This is an optimization exercise on Yosys and OpenROAD, whose aim is small area and a short achievable clock period, not a production implementation.
RTL that was checked went through simulation tests only; none was proved equivalent to the original.

==> branch sierra <==
==> flow/design.v (excerpt) <==
module FIR_filter #(
    parameter  N1   = 8,
    parameter  N2 = 16 ,
    parameter integer N3  = 32
)(
    input  wire                      clk,
    input  wire                      rst,
    input  wire                      enable,
    input  wire signed [N2-1:0]    input_data,
    output  signed [N3-1:0]   sampleT,
   output   signed [N3-1:0] output_data
);
  reg [15:0] s0;
  reg [16:0] u0, u1, u2, u3, u4, u5;
  reg [7:0] ylo;
  reg yc;
  reg [16:0] yhp, yhg;
  wire vs1, vc2;
  fir_fa u_vs1 (.a(u1[0]), .b(u3[0]), .c(~s0[0]), .s(vs1), .co(vc2));
  wire vs3, vc4;
  fir_fa u_vs3 (.a(u1[1]), .b(u3[1]), .c(~s0[1]), .s(vs3), .co(vc4));
  wire vs5, vc6;
  fir_fa u_vs5 (.a(~u5[1]), .b(vc2), .c(vs3), .s(vs5), .co(vc6));
  wire vs7, vc8;
  fir_fa u_vs7 (.a(u1[2]), .b(u3[2]), .c(~s0[2]), .s(vs7), .co(vc8));
  wire vs9, vc10;
  fir_fa u_vs9 (.a(~u5[2]), .b(vc4), .c(vs7), .s(vs9), .co(vc10));
  wire vs11, vc12;
  fir_fa u_vs11 (.a(u1[3]), .b(u3[3]), .c(~s0[3]), .s(vs11), .co(vc12));
  wire vs13, vc14;
  fir_fa u_vs13 (.a(~u5[3]), .b(vc8), .c(vs11), .s(vs13), .co(vc14));
  wire vs15, vc16;
  fir_fa u_vs15 (.a(u1[4]), .b(u3[4]), .c(~s0[4]), .s(vs15), .co(vc16));
  wire vs17, vc18;
  fir_fa u_vs17 (.a(~u5[4]), .b(vc12), .c(vs15), .s(vs17), .co(vc18));
  wire vs19, vc20;
  fir_fa u_vs19 (.a(u1[5]), .b(u3[5]), .c(~s0[5]), .s(vs19), .co(vc20));
  wire vs21, vc22;
  fir_fa u_vs21 (.a(~u5[5]), .b(vc16), .c(vs19), .s(vs21), .co(vc22));
  wire vs23, vc24;
  fir_fa u_vs23 (.a(u1[6]), .b(u3[6]), .c(~s0[6]), .s(vs23), .co(vc24));
  wire vs25, vc26;
  fir_fa u_vs25 (.a(~u5[6]), .b(vc20), .c(vs23), .s(vs25), .co(vc26));
  wire vs27, vc28;
  fir_fa u_vs27 (.a(u1[7]), .b(u3[7]), .c(~s0[7]), .s(vs27), .co(vc28));
  wire vs29, vc30;
  fir_fa u_vs29 (.a(~u5[7]), .b(vc24), .c(vs27), .s(vs29), .co(vc30));
  wire vs31, vc32;
  fir_fa u_vs31 (.a(u1[8]), .b(u3[8]), .c(~s0[8]), .s(vs31), .co(vc32));
  wire vs33, vc34;
  fir_fa u_vs33 (.a(~u5[8]), .b(vc28), .c(vs31), .s(vs33), .co(vc34));
  wire vs35, vc36;
  fir_fa u_vs35 (.a(u1[9]), .b(u3[9]), .c(~s0[9]), .s(vs35), .co(vc36));
  wire vs37, vc38;
  fir_fa u_vs37 (.a(~u5[9]), .b(vc32), .c(vs35), .s(vs37), .co(vc38));
  wire vs39, vc40;
  fir_fa u_vs39 (.a(u1[10]), .b(u3[10]), .c(~s0[10]), .s(vs39), .co(vc40));
  wire vs41, vc42;
  ...
==> flow/config.mk <==
export PLATFORM = sky130hd
export DESIGN_NAME = FIR_filter
export DESIGN_NICKNAME = FIR_filter
export VERILOG_FILES = /design/flow/design.v
export SDC_FILE = /design/flow/constraint.sdc
export NUM_CORES = 4
export LEC_CHECK = 0
export CAP_MARGIN = 20
export CORE_MARGIN = 2
export CORE_UTILIZATION = 60
export CTS_BUF_LIST = sky130_fd_sc_hd__clkbuf_8
export CTS_CLUSTER_DIAMETER = 100
export CTS_CLUSTER_SIZE = 40
export PLACE_DENSITY = 0.7
export SLEW_MARGIN = 20
export SYNTH_HIERARCHICAL = 1
export SYNTH_MINIMUM_KEEP_SIZE = 0
==> flow/constraint.sdc <==
create_clock -name core_clock -period 12.0 [get_ports {clk}]
set_input_delay 2.4000 -clock core_clock [delete_from_list [all_inputs] [get_ports {clk}]]
set_output_delay 2.4000 -clock core_clock [all_outputs]
set_load 0.01 [all_outputs]
standard.sh (not shown) runs the stock make flow with config.mk's settings and CLKGATE_MAP_FILE= SYNTH_SCRIPT=/design/flow/synth_recipe.tcl, a recipe that flattens the netlist after the stock synthesis.
==> flow/flow/run.sh <==
#!/bin/bash
# The standard layout (the standard.sh, unchanged synthesis and steps), with the
# port buffers that the flow inserts on every input and output made from buf_2 cells.
# make's output goes to layout.log; each tool's own log is under orfs/logs/.
set -euo pipefail
bash standard.sh 'BUFFER_PORTS_ARGS=-buffer_cell sky130_fd_sc_hd__buf_2' finish > layout.log 2>&1
==> branch maple (differences from branch sierra) <==
--- a/flow/design.v
+++ b/flow/design.v
@@ -12,13 +12,13 @@
    output   signed [N3-1:0] output_data
 );
   reg [15:0] s0;
   reg [16:0] u0, u1, u2, u3, u4, u5;
   reg [7:0] ylo;
   reg yc;
-  reg [16:0] yhp, yhg;
+  reg [16:0] yha, yhb;
   wire vs1, vc2;
   fir_fa u_vs1 (.a(u1[0]), .b(u3[0]), .c(~s0[0]), .s(vs1), .co(vc2));
   wire vs3, vc4;
   fir_fa u_vs3 (.a(u1[1]), .b(u3[1]), .c(~s0[1]), .s(vs3), .co(vc4));
   wire vs5, vc6;
   fir_fa u_vs5 (.a(~u5[1]), .b(vc2), .c(vs3), .s(vs5), .co(vc6));
@@ -396,61 +396,49 @@
   wire [8:0] ylo_next_g = qa & qb;
   wire [7:0] ylo_next_c;
   fir_pfx_ylo_next u_pfx_ylo_next (.p(ylo_next_p[7:0]), .g(ylo_next_g[7:0]), .c(ylo_next_c));
   wire [8:0] ylo_next = ylo_next_p ^ {ylo_next_c, 1'b0};
   wire [16:0] yha_next = {1'b1, qc372, qs373, qs369, qs363, qc340, qs339, qs323, qs305, qc270, qc252, qc234, qc216, qc198, qc180, qc162, qc144};
   wire [16:0] yhb_next = {1'b0, qc374, 1'b0, qc364, qc354, qs353, qc324, 1'b0, qc288, qs287, qs269, qs251, qs233, qs215, qs197, qs179, qs161};
-  wire [16:0] yhp_next = yha_next ^ yhb_next;
-  wire [16:0] yhg_next = yha_next & yhb_next;
   wire [16:0] ui_a = {input_data[15], input_data};
   wire [16:0] ui_b = {s0[15], s0};
   wire [16:0] u_in_p = ui_a ^ ui_b;
   wire [16:0] u_in_g = ui_a & ui_b;
   wire [15:0] u_in_c;
   fir_pfx_u_in u_pfx_u_in (.p(u_in_p[15:0]), .g(u_in_g[15:0]), .c(u_in_c));
   wire [16:0] u_in = u_in_p ^ {u_in_c, 1'b0};
-  wire [17:0] yo_p = {yhp, 1'b0};
-  wire [17:0] yo_g = {yhg, yc};
+  wire [17:0] yo_a = {yha, yc};
+  wire [17:0] yo_b = {yhb, yc};
+  wire [17:0] yo_p = yo_a ^ yo_b;
+  wire [17:0] yo_g = yo_a & yo_b;
   wire [16:0] yo_c;
   fir_pfx_yo u_pfx_yo (.p(yo_p[16:0]), .g(yo_g[16:0]), .c(yo_c));
   wire [17:0] yo = yo_p ^ {yo_c, 1'b0};
-  wire yo_sgn0;
-  fir_xor u_yo_sgn0 (.a(yo_p[17]), .b(yo_c[16]), .y(yo_sgn0));
-  wire yo_sgn1;
-  fir_xor u_yo_sgn1 (.a(yo_p[17]), .b(yo_c[16]), .y(yo_sgn1));
-  wire yo_sgn2;
-  fir_xor u_yo_sgn2 (.a(yo_p[17]), .b(yo_c[16]), .y(yo_sgn2));
-  wire yo_sgn3;
-  fir_xor u_yo_sgn3 (.a(yo_p[17]), .b(yo_c[16]), .y(yo_sgn3));
   wire [24:0] y = {yo[17:1], ylo};
-  wire [7:0] ysign = {{2{yo_sgn3}}, {2{yo_sgn2}}, {2{yo_sgn1}}, {2{yo_sgn0}}};
   always @(posedge clk) begin
     if (rst) begin
       s0 <= 16'd0;
       u0 <= 17'd0; u1 <= 17'd0; u2 <= 17'd0; u3 <= 17'd0; u4 <= 17'd0; u5 <= 17'd0;
-      ylo <= 8'd0; yc <= 1'b0; yhp <= 17'd0; yhg <= 17'd0;
+      ylo <= 8'd0; yc <= 1'b0; yha <= 17'd0; yhb <= 17'd0;
     end else if (enable) begin
-      ylo <= ylo_next[7:0]; yc <= ylo_next[8]; yhp <= yhp_next; yhg <= yhg_next;
+      ylo <= ylo_next[7:0]; yc <= ylo_next[8]; yha <= yha_next; yhb <= yhb_next;
       s0 <= input_data;
       u0 <= u_in; u1 <= u0; u2 <= u1; u3 <= u2; u4 <= u3; u5 <= u4;
     end
   end
-  assign output_data = {ysign, y[23:0]};
+  assign output_data = {{7{y[24]}}, y};
   assign sampleT = {{16{s0[15]}}, s0};
 endmodule
 module fir_fa (input wire a, input wire b, input wire c, output wire s, output wire co);
   assign s = a ^ b ^ c;
   assign co = (a & b) | (a & c) | (b & c);
 endmodule
 module fir_ha (input wire a, input wire b, output wire s, output wire co);
   assign s = a ^ b;
   assign co = a & b;
 endmodule
-module fir_xor (input wire a, input wire b, output wire y);
-  assign y = a ^ b;
-endmodule
 module fir_pfx_ylo_next (input wire [7:0] p, input wire [7:0] g, output wire [7:0] c);
   wire G1 = g[1] | (p[1] & g[0]);
   wire P2 = p[1] & p[0];
   wire G3 = g[3] | (p[3] & g[2]);
   wire P4 = p[3] & p[2];
   wire G5 = g[5] | (p[5] & g[4]);
==> flow/run.sh (new file) <==
#!/bin/bash
# synth_recipe.tcl (not shown) runs the flow's synth.tcl, then flattens the netlist and writes it again
# the make line also repeats each setting of config.mk as NAME=value (left out here)
make -C /OpenROAD-flow-scripts/flow DESIGN_CONFIG=/design/flow/config.mk WORK_HOME=/design/flow/orfs CLKGATE_MAP_FILE= SYNTH_SCRIPT=/design/flow/synth_recipe.tcl finish
removed: flow/flow/run.sh
removed: flow/standard.sh
==> impl_metrics.tcl <==
set metrics [dict create \
    avgRoutedWirePerCell_um 16.57 \
    min_from "yha[16]" \
    multi_input_area_share_pct 59.51 \
    finalWorstSetupSlack_ps 6580 \
    wl_met3_um 532 \
    critPathSlowestCell "clkdlybuf4s50_1" \
    grt_pass1_vias 7031 \
    status "finished clean" \
    vias_per_cell 5.197 \
]
(the above is from branch maple)
==> impl_metrics.tcl <==
set metrics [dict create \
    multi_input_area_share_pct 61.71 \
    wl_met3_um 620 \
    status "finished clean" \
    min_from "ylo[3]" \
    avgRoutedWirePerCell_um 16.86 \
    vias_per_cell 5.349 \
    critPathSlowestCell "fa_1" \
    end_kind "flip-flop" \
    finalWorstSetupSlack_ps 6900 \
    pwr_density_cell_nw_per_um2 203.8 \
]
(the above is from branch sierra)
No functional check of the RTL was part of branch maple.

[afterwards: timing with drivers on the ports]
Ports are ideal in the flow. The routed layouts listed here were re-timed in OpenROAD.
Step 1 sets driving cells, clkbuf_16 on the clock port and buf_2 on the other inputs (assumed; they add their load-dependent delay and slew).
Step 2 moves the port delays by t, midway between the first and last clock arrival at a register: inputs arrive t later, outputs are due t later. That takes back most of the time a late clock gives input paths.
Slacks: ideal / step 1 / step 2; pairs: ideal / step 1.
run | shift t [ns] | slack for setup (ns) | clock arrival spread, ns | worst register clock-pin slew, ns | pins driven straight from the clock port
branch sierra | 0.499 | 6.900 / 6.900 / 6.900 | 0.010 / 0.010 | 0.09 / 0.09 | 1
branch maple | 0.497 | 6.580 / 6.538 / 6.511 | 0.016 / 0.016 | 0.09 / 0.09 | 1
After both steps setup and hold are still met in every run listed. The setup slack of branch maple, which loses most, moves by -0.042 ns with the drivers and by -0.069 ns with both steps.
